This design comes from an exercise in tuning for small area and a short achievable clock period on the open sky130 flow, not from production work.
Function was checked by simulation only, so behaviour that the tests miss may differ from the original.
Power is estimated from default activity; no workload was simulated.

### design/flow/config.mk
export PLATFORM = sky130hd
export DESIGN_NAME = MDL_pipe_BUT
export DESIGN_NICKNAME = MDL_pipe_BUT
export VERILOG_FILES = /design/flow/design.v
export SDC_FILE = /design/flow/constraint.sdc
export NUM_CORES = 4
export LEC_CHECK = 0
export CAP_MARGIN = 20
export CORE_MARGIN = 2
export CORE_UTILIZATION = 40
export SLEW_MARGIN = 20
### design/flow/constraint.sdc
create_clock -name core_clock -period 8.5 [get_ports {iSYS_CLK}]
set_input_delay 1.7000 -clock core_clock [delete_from_list [all_inputs] [get_ports {iSYS_CLK}]]
set_output_delay 1.7000 -clock core_clock [all_outputs]
set_load 0.01 [all_outputs]
### design/flow/design.v
`timescale 1ns/10ps
module MDL_MODMUL
#(
	parameter D	 = 30,
	parameter PRM_Q1 = 134250497,	 
	parameter PRM_Q2 = 536903681	 
)
(
	input				iSYS_CLK		,
	input				iSYS_RST		,
	input	[1:0]		iFSM_START		,    
	input	[D-1:0]		iA				,
	input	[D-1:0]		iB				,
	output	[D-1:0]		oR					 
);
reg			[14:0]	ah;
reg			[14:0]	al;
reg			[14:0]	bh;
reg			[14:0]	bl;
always@(posedge iSYS_CLK)
begin
	if(~iSYS_RST)
	begin
		ah	<= 'b0;
		al	<= 'b0;
		bh	<= 'b0;
		bl	<= 'b0;
	end		
	else if (iFSM_START)
	begin		
		ah	<= (iFSM_START == 2'b01) ? iA[27:14] : (iFSM_START == 2'b10) ? iA[29:15] : 'b0;
		al	<= (iFSM_START == 2'b01) ? iA[13:0]  : (iFSM_START == 2'b10) ? iA[14:0]  : 'b0;			
		bh	<= (iFSM_START == 2'b01) ? iB[27:14] : (iFSM_START == 2'b10) ? iB[29:15] : 'b0;
		bl	<= (iFSM_START == 2'b01) ? iB[13:0]  : (iFSM_START == 2'b10) ? iB[14:0]  : 'b0;
	end	
end
wire	[D-1:0]		albl;
wire	[D-1:0]		albh;
wire	[D-1:0]		ahbl;
wire	[D-1:0]		ahbh;
assign	albl = al * bl;
assign	albh = al * bh;
assign	ahbl = ah * bl;
assign	ahbh = ah * bh;
reg			[59:0]		c;
reg			[30:0]		d;
always@(posedge iSYS_CLK)
begin
	if(~iSYS_RST)
	begin
		c	<= 'b0;
		d	<= 'b0;
	end		
	else if (iFSM_START)
	begin		
		c	<= (iFSM_START == 2'b01) ? {ahbh[27:0], albl[27:0]} :
					(iFSM_START == 2'b10) ? {ahbh, albl} : 'b0;				
		d	<= albh + ahbl;
	end	
end
reg			[29:0]		q1x1;		 
reg			[28:0]		q1y1;		 
reg			[27:0]		q1x2;		 
reg			[27:0]		q1y2;		 
reg			[30:0]		q2x1;		 
reg			[30:0]		q2y1;		 
reg			[29:0]		q2x2;		 
reg			[29:0]		q2y2;		 
reg			[59:0]		tc;
reg			[30:0]		td;
always@(posedge iSYS_CLK)
begin
	if(~iSYS_RST)
	begin
		q1x1	<= 'b0;
		q1y1	<= 'b0;
		q1x2	<= 'b0;
		q1y2	<= 'b0;
		q2x1	<= 'b0;
		q2y1	<= 'b0;
		q2x2	<= 'b0;
		q2y2	<= 'b0;
		tc		<= 'b0;
		td		<= 'b0;
	end		
	else if (iFSM_START)
	begin
		tc		<= c;
		td		<= d;		
		q1x1	<= (c[50:39] << 15) + c[55:39] + (c[55:54] << 15) + c[55:54];
		q1y1	<= (c[38:27] << 15) + c[53:27] + (c[55:51] << 15) + c[55:51];
		q1x2	<= (d[12:0] << 14) + (d[28:25] << 15);
		q1y2	<= (d[24:13] << 15) + d[28:13];		
		q2x1	<= (c[56:43] << 15) + c[59:43] + c[59:58] + (c[59:58] << 15);
		q2y1	<= (c[57:29] + (c[42:29] << 15) + (c[59:57] << 15) + c[59:57]);
		q2x2	<= (d[13:0] << 15) + (d[30:28] << 15);
		q2y2	<= (d[27:14] << 15) + d[30:14];
	end	
end
reg signed [30:0]		q1rd1;		 
reg signed [28:0]		q1rd2;		 
reg signed [31:0]		q2rd1;		 
reg signed [30:0]		q2rd2;		 
always@(posedge iSYS_CLK)
begin
	if(~iSYS_RST)
	begin
		q1rd1	<= 'b0;
		q1rd2	<= 'b0;
		q2rd1	<= 'b0;
		q2rd2	<= 'b0;
	end		
	else if (iFSM_START)
	begin
		q1rd1	<= q1x1 - q1y1 + tc[26:0];
		q1rd2	<= q1x2 - q1y2 + td[28:25];
		q2rd1	<= q2x1 - q2y1 + tc[28:0];
		q2rd2	<= q2x2 - q2y2 + td[30:28];
	end	
end
reg  signed [31:0]		q1sum;	 
reg  signed [32:0]		q2sum;	 
always@(posedge iSYS_CLK)
begin
	if(~iSYS_RST)
	begin
		q1sum	<= 'b0;
		q2sum	<= 'b0;
	end		
	else if (iFSM_START)
	begin
		q1sum	<= {q1rd1[30],q1rd1} + {{3{q1rd2[28]}},q1rd2};
		q2sum	<= {q2rd1[31],q2rd1} + {{2{q2rd2[30]}},q2rd2};
	end	
end
wire signed [27:0]		q1sum0	=	{1'b0,q1sum[26:0]};
wire signed [4:0]		q1sum1	=	q1sum[31:27];
wire signed [29:0]		q2sum0	=	{1'b0,q2sum[28:0]};
wire signed [3:0]		q2sum1	=	q2sum[32:29];
wire signed [28:0]		tq1rd;
wire signed [30:0]		tq2rd;
assign	tq1rd	= (q1sum0 - q1sum1 - (q1sum1 << 15));
assign	tq2rd	= (q2sum0 - q2sum1 - (q2sum1 << 15));
reg signed [28:0]		q1rd;
reg signed [28:0]		q1;
reg signed [30:0]		q2rd;
reg signed [30:0]		q2;
always@(posedge iSYS_CLK)
begin
	if(~iSYS_RST)
	begin
		q1rd	<= 'b0;
		q1		<= 'b0;
		q2rd	<= 'b0;
		q2		<= 'b0;
	end		
	else if (iFSM_START)
	begin
		q1rd	<= (tq1rd);
		q1		<= (tq1rd[28]) ? PRM_Q1 : -PRM_Q1;
		q2rd	<= (tq2rd);
		q2		<= (tq2rd[30]) ? PRM_Q2 : -PRM_Q2;
	end	
end
wire signed [28:0]		q1addq	=	q1rd + q1;
wire signed [30:0]		q2addq	=	q2rd + q2;
reg  [D-1:0]		q1res;
reg  [D-1:0]		q2res;
always@(posedge iSYS_CLK)
begin
	if(~iSYS_RST)
	begin
		q1res	<= 'b0;
		q2res	<= 'b0;
	end		
	else if (iFSM_START)
	begin
		q1res	<= (q1addq[28]) ? q1rd : q1addq;
		q2res	<= (q2addq[30]) ? q2rd : q2addq;
	end	
end
assign	oR		=	(iFSM_START == 2'b01) ? q1res : (iFSM_START == 2'b10) ? q2res : 'b0;
endmodule
`timescale 1ns/10ps
module MDL_pipe_BUT #(
	parameter D		= 30
)
(
    input  	wire          	iSYS_CLK	,
    input 	wire			iSYS_RST	,
    input	wire			iFSM_START	,
    input  	wire          	iCTL_SEL	,  
    input	wire  [1:0]		iCTL_Q		,
    input  	wire  [D-1:0] 	iA			,
    input  	wire  [D-1:0] 	iB			,
    input  	wire  [D-1:0] 	iW			,
    output 	   	  [D-1:0] 	oA			,
    output 	      [D-1:0] 	oB		
);
	localparam 	integer		D1 			= 28;
	localparam 	[D-1:0] 	PRM_Q1 		= 30'd134250497;
	localparam 	[D-1:0] 	PRM_Q2 		= 30'd536903681;
	wire    	[D-1:0]   	PRM_Q  		= (iCTL_Q==2'd1) ? PRM_Q2 : PRM_Q1;
	localparam 	[D-1:0] 	GS_VAL1 	= (PRM_Q1 + 1) >> 1;
	localparam 	[D-1:0] 	GS_VAL2 	= (PRM_Q2 + 1) >> 1;
	wire		[D-2:0]		gs_val		= iCTL_Q ? GS_VAL2 : GS_VAL1;
	wire 		[D1-1:0] 	mul_result1;
	wire 		[D-1:0] 	mul_result2;
	wire 		[D-1:0] 	mul_result 	= iCTL_Q ? mul_result2 : mul_result1;
    wire signed [D:0] 		itl_temp_sub;
    wire 		[D-1:0] 	itl_temp_mod;
    wire  		[D-1:0] 	itl_final;
    assign itl_temp_sub = iA - iB;
    assign itl_temp_mod = itl_temp_sub[D] ? (itl_temp_sub + PRM_Q) : itl_temp_sub;
    assign itl_final 	= (iCTL_SEL) ? itl_temp_mod : iB;
    reg 		[D-1:0]		A0;
    reg 		[D-1:0]		A1;
    reg 		[D-1:0]		A2;
    reg 		[D-1:0]		A3;
    reg 		[D-1:0]		A4;
    reg 		[D-1:0]		A5;
    reg 		[D-1:0]		A6;
    reg 		[D-1:0]		B0;
    reg 		[D-1:0]		B1;
    reg 		[D-1:0]		B2;
    reg 		[D-1:0]		B3;
    reg 		[D-1:0]		B4;
    reg 		[D-1:0]		B5;
    reg 		[D-1:0]		B6;
    always@(posedge iSYS_CLK)
	    if (!iSYS_RST) 
		    begin
		    	A0  			<=	{D{1'b0}};
		    	A1          	<=  {D{1'b0}};
		    	A2          	<=  {D{1'b0}};
		    	A3          	<=  {D{1'b0}};
		    	A4          	<=  {D{1'b0}};
		    	A5          	<=  {D{1'b0}};
		    	A6          	<=  {D{1'b0}};
		    	B0				<=	{D{1'b0}};
		    	B1				<=  {D{1'b0}};
		    	B2				<=  {D{1'b0}};
		    	B3				<=  {D{1'b0}};
		    	B4				<=  {D{1'b0}};
		    	B5				<=  {D{1'b0}};
		    	B6				<=  {D{1'b0}};
		    end 
	    else if (iFSM_START)
		    begin
		        A0  		<=	iA;
		    	A1          <=  A0;
		    	A2          <=  A1;
		    	A3          <=  A2;
		    	A4          <=  A3;
		    	A5          <=  A4;
		    	A6          <=  A5;
		    	B0			<=	iB;
		    	B1			<=  B0;
		    	B2			<=  B1;
		    	B3          <=  B2;
		    	B4          <=  B3;
		    	B5          <=  B4;
		    	B6          <=  B5;
		    end 
    wire	[D-1:0]	res_modmul;
    wire	[1:0]	FSM_MODMUL;
    assign	FSM_MODMUL	=	(iFSM_START == 1 && iCTL_Q == 0) ? 2'b01	:
    						(iFSM_START == 1 && iCTL_Q == 1) ? 2'b10	: 0;
    MDL_MODMUL modmul_ins
    (
        .iSYS_CLK	(iSYS_CLK		),
        .iSYS_RST	(iSYS_RST		),
        .iFSM_START	(FSM_MODMUL		),
        .iA			(itl_final		), 
        .iB			(iW				),
        .oR			(res_modmul		)
    );
    assign	mul_result1 = res_modmul[D1-1:0];
	assign	mul_result2 = res_modmul;
    wire 		[D-1:0] 	bfu_add_temp;
    wire 		[D:0]   	bfu_add_sum;
    wire 		[D-1:0] 	bfu_add_mod;
    wire 		[D-1:0] 	bfu_add_final;    
    assign bfu_add_temp  = (iCTL_SEL) ? B6 : mul_result;
    assign bfu_add_sum   = A6 + bfu_add_temp;
    assign bfu_add_mod   = (bfu_add_sum >= PRM_Q) ? (bfu_add_sum - PRM_Q) : bfu_add_sum;
    assign bfu_add_final = (bfu_add_mod[0]) ? (bfu_add_mod[D-1:1] + gs_val) : bfu_add_mod[D-1:1];
    wire signed [D:0] 		bfu_sub_diff;
    wire 		[D-1:0] 	bfu_sub_mod;
    wire 		[D-1:0] 	bfu_sub_final;
    assign bfu_sub_diff  = (iCTL_SEL) ? mul_result : A6 - mul_result;
    assign bfu_sub_mod   = bfu_sub_diff[D] 	? (bfu_sub_diff + PRM_Q) : bfu_sub_diff;
    assign bfu_sub_final = bfu_sub_mod[0]	? (bfu_sub_mod[D-1:1] + gs_val) : bfu_sub_mod[D-1:1]; 
    reg   [D-1:0] 	res_oA;
    reg   [D-1:0] 	res_oB;	
    always@(posedge iSYS_CLK)
	    if (!iSYS_RST) 
		    begin
		    	res_oA		<= 	{D{1'b0}};
		    	res_oB		<= 	{D{1'b0}};
		    end 
	    else if (iFSM_START)
		    begin
		        res_oA      <=  (iCTL_SEL) ? bfu_add_final : bfu_add_mod;
		        res_oB      <=  (iCTL_SEL) ? bfu_sub_final : bfu_sub_mod;
		    end 
	assign oA = res_oA;
	assign oB = res_oB;
endmodule
### design/flow/run.sh
#!/bin/bash
# synth_recipe.tcl (not shown) runs the flow's synth.tcl, then flattens the netlist and writes it again
# the make line also repeats each setting of config.mk as NAME=value (left out here)
make -C /OpenROAD-flow-scripts/flow DESIGN_CONFIG=/design/flow/config.mk WORK_HOME=/design/flow/orfs CLKGATE_MAP_FILE= SYNTH_SCRIPT=/design/flow/synth_recipe.tcl finish
==> reports/results.tsv <==
stage	metric	value	unit
run_status	status	finished clean	
yosys	Async SR Flop Fraction	0	%
detailed_routing	WL final	321000	µm
power	Worst VDD drop	0.196	mV
clock_network	CTS buffer count	141	
detailed_routing	number of DRC markers in iteration 0	6342	
floorplanning	DIE AREA	252000	µm²
clock_network	CTS tree	built	
yosys	Mapped Area	99400	µm²
place	RD Place Congestion	0.957	
global_routing	number of global-route vias before repair	81500	
hold_path	Hold Path Class	reg -> reg	
yosys	post-synth cell types	102	
sta	Pins Over Slew Limit	0	
sta	Final Worst Setup Slack	0.379	ns
global_routing	antenna violations before repair	14	
layout	layout cells sized above 1	6.97	%
place	worst slack, placed	-0.747	ns
clock_network	clk sinks	1164	
sta	Clock Skews	0.0536	ns
worst_setup_path	Crit path top cell by count	buf_4	
worst_setup_path	Crit path largest cell delay	0.48	ns
clock_network	clock transition at the registers of the reported paths	0.06	ns
worst_setup_path	Slowest cell on crit path	or4b_1	
clock_network	CTS Hold Bufs	0	
sta	Slew HR	26.4	%
detailed_routing	drt first pass iters	6	
sta	final setup violation count	0	
power	Tot Pwr	17200	µW
floorplanning	IO Pins	156	
worst_setup_path	crit start category	primary input	
floorplanning	Std-Cell Rows	182	
clock_network	root buf cell	clkbuf_16	
worst_setup_path	Worst Path Arrival	8.89	ns
place	DP HPWL	253000	µm
floorplanning	starting density of the core	40.3	%
layout	fin nets	13900	
floorplanning	Die H	502	µm
yosys	cells after synthesis	12100	
sta	unrepaired setup endpoints after global routing	false	
sta	Final Hold Slack	0.444	ns
place	Placed Instances	15400	
yosys	Syn Nets	13800	
clock_network	CTS H-tree lvls	4	
yosys	Synth Register Bits	1164	
yosys	Post-synth EDFFs	0	
yosys	Primary FF master, synth	dfxtp_1	
floorplanning	Die W	502	µm
worst_setup_path	crit path kind	in -> reg	
power	Lkg Pwr	0.0499	µW
layout	Design Area, Final	112000	µm²
detailed_routing	DRC Markers	0	
sta	Final Hold Violating Endpoints	0	
run	Max-cap violations	0	
layout	most frequent cells in the layout	nand2_1 (1,593), inv_1 (1,333), dfxtp_1 (1,150)	
sta	maximum clock rate	0.123	GHz
layout	final std cells w/o fill	15600	
worst_setup_path	CP required	9.27	ns
layout	most common cell after layout, fill and taps aside	nand2_1	
place	port bufs	155	
clock_network	clk latency of the worst-skew pair	0.83	ns
place	placed cell areas	107000	µm²
yosys	sequential area share after synthesis	23.5	%
power	Power Density	154	nW/µm²
clock_network	CTS max path bufs	3	
yosys	Synth Warn #	2	
floorplanning	core footprint	246000	µm²
layout	Area growth, synth to finish	12.4	%
detailed_routing	drt wl/cell	20.5	µm
yosys	Syn Area/Cell	8.24	µm²
sta	fin crit share	95.5	%
global_routing	first-pass GRT wire length	488000	µm
worst_setup_path	crit end category	register	
detailed_routing	via count	84600	
global_routing	largest net degree at the start of global routing	186	
global_routing	overall fraction of global-route tracks in use	24.9	%
detailed_routing	remaining antenna violation count	0	
detailed_routing	Avg Vias per Cell	5.41	
worst_setup_path	worst-path fanout max	11	
sta	crit path time final	8.12	ns
sta	Tightest Pin Transition	1.10	ns
global_routing	Remaining Overflow, GRT	0	
-- path summary, 6_finish.rpt --
| path | start | endpoint | slack (ns) | depth (start not counted) |
|---|---|---|---|---|
| worst max-delay path | iCTL_Q[0] | res_oA[27] | 0.38 | 32 |
| worst min-delay path | modmul_ins.c[6] | modmul_ins.tc[6] | 0.44 | 2 |
| worst max register to register | modmul_ins.ah[4] | modmul_ins.d[29] | 0.48 | 29 |
| worst min register to register | modmul_ins.c[6] | modmul_ins.tc[6] | 0.44 | 2 |
-- report_power, final --
| part | internal, µW | switching (µW) | total (µW) |
|---|---|---|---|
| combinational | 1820 | 2880 | 4700 |
| clock | 3770 | 2700 | 6470 |
| sequential | 5730 | 342 | 6070 |
| total | 11300 | 5920 | 17200 |
-- cell usage after synthesis (all sizes together), types with 20 or more instances --
library cell | n | area share, %
a311oi | 27 | 0.24
nand2 | 1597 | 6.0
nand4 | 48 | 0.30
dfxtp | 1164 | 23
nand3 | 198 | 1.0
o31ai | 33 | 0.25
a21oi | 779 | 3.9
mux2 | 30 | 0.34
ha | 822 | 10
o41ai | 21 | 0.19
nor2b | 82 | 0.52
a211oi | 261 | 2.0
buf | 34 | 0.15
mux2i | 497 | 5.0
and2 | 375 | 2.4
inv | 1334 | 5.0
xor2 | 200 | 1.8
or2 | 25 | 0.16
xnor2 | 365 | 3.2
or3 | 112 | 0.71
a31oi | 75 | 0.47
nor2 | 1090 | 4.1
nor4 | 32 | 0.20
o21a | 78 | 0.60
fa | 808 | 16
o21ai | 431 | 2.2
clkbuf | 608 | 2.3
a21o | 104 | 0.79
a21boi | 22 | 0.17
nand3b | 25 | 0.19
nand2b | 69 | 0.43
and3 | 93 | 0.59
nor3 | 206 | 1.1
o211ai | 40 | 0.32
and4 | 20 | 0.18
o21bai | 55 | 0.42
-- cell families (layout without fill, tap and decap cells) --
| logic type | count (synthesis) | after routing | share of synthesized area (%) |
|---|---|---|---|
| DFF | 1164 | 1164 | 23.5 |
| buffers and inverters | 1977 | 2221 | 7.49 |
| and+or+nand+nor | 4039 | 4039 | 18.4 |
| AOI/OAI and AO/OA | 2160 | 2160 | 13.7 |
| muxes | 528 | 528 | 5.37 |
| adders and majority gates | 1631 | 1631 | 26.6 |
| xor gates and xnor gates | 565 | 565 | 4.99 |
| other | 0 | 7 | 0 |
-- flip-flops by register name, summed over array words and instances, names as in the netlist, 31 cells and up --
name	cells
modmul_ins.q1rd1	31
modmul_ins.q2sum	33
modmul_ins.q1sum	32
modmul_ins.q2rd1	32
modmul_ins.q2rd2	31
modmul_ins.d	31
modmul_ins.q2y1	31
modmul_ins.c	60
modmul_ins.q2x1	31
-- layer usage --
metal | share of wire, % | global-route usage, % | up-vias
met1 | 47 | 36.2 | 41600
met5 | 0.013 | 0 | -
met3 | 5.5 | 3.29 | 409
met2 | 44 | 38.5 | 2182
li1 | - | - | 40400
met4 | 3.0 | 7.31 | 6
-- repair_timing --
item,4_1_cts,5_1_grt
buffers inserted,0,1
endpoints found under the setup margin,0,13
gates resized for setup,0,20
-- worst max-delay path: cells and delay by family --
family / cells / cell delay (ns)
AND/OR/NAND/NOR: 8 / 2.42
multiplexers: 1 / 0.36
XOR/XNOR: 2 / 0.39
buffers and inverters: 4 / 0.56
AO/OA/AOI/OAI: 15 / 2.92
adder cells (fa/ha/maj): 2 / 0.54
-- stage by stage --
step           utilization [%]  TNS (ns)
3_5_place_dp              43.2     -8.60
6_report                  45.3         0
5_1_grt                   45.3         0
2_1_floorplan                -     -5.18
4_1_cts                   45.3         0
3_3_place_gp              43.2     -8.60
-- layout make-up --
type	instances	area [µm²]
Antenna cell	7	17.5
Clock buffer	181	3890
Clock inverter	73	1140
Fill cell	24500	135000
Inverter	1335	5020
Multi-Input combinational cell	8923	68900
Sequential cell	1164	23300
Tap cell	3312	4140
Timing Repair Buffer	632	5240

static timing again, ports no longer ideal:
The results above use ideal ports. As a check the final layout listed here was re-extracted and re-timed, cells and wires unchanged.
Step 1 assumes that a clkbuf_16 drives the clock port and a buf_2 every other input.
Step 2 adds t to the input delays and takes it off the output delays; t is the mean of the earliest and latest rising clock arrival at the registers after step 1. Input paths then give back, and output paths get back, about the clock's delay inside the block.
Three values: ideal, step 1, step 2; two values: the first two.
t, ns: 0.905
setup WS [ns]: 0.379 / 0.298 / -0.607
worst setup path after step 2: input to register
With both steps, setup timing fails in this run, where it was met with ideal ports. For this run, drivers alone change the setup slack by -0.081 ns; drivers and shift together by -0.986 ns.
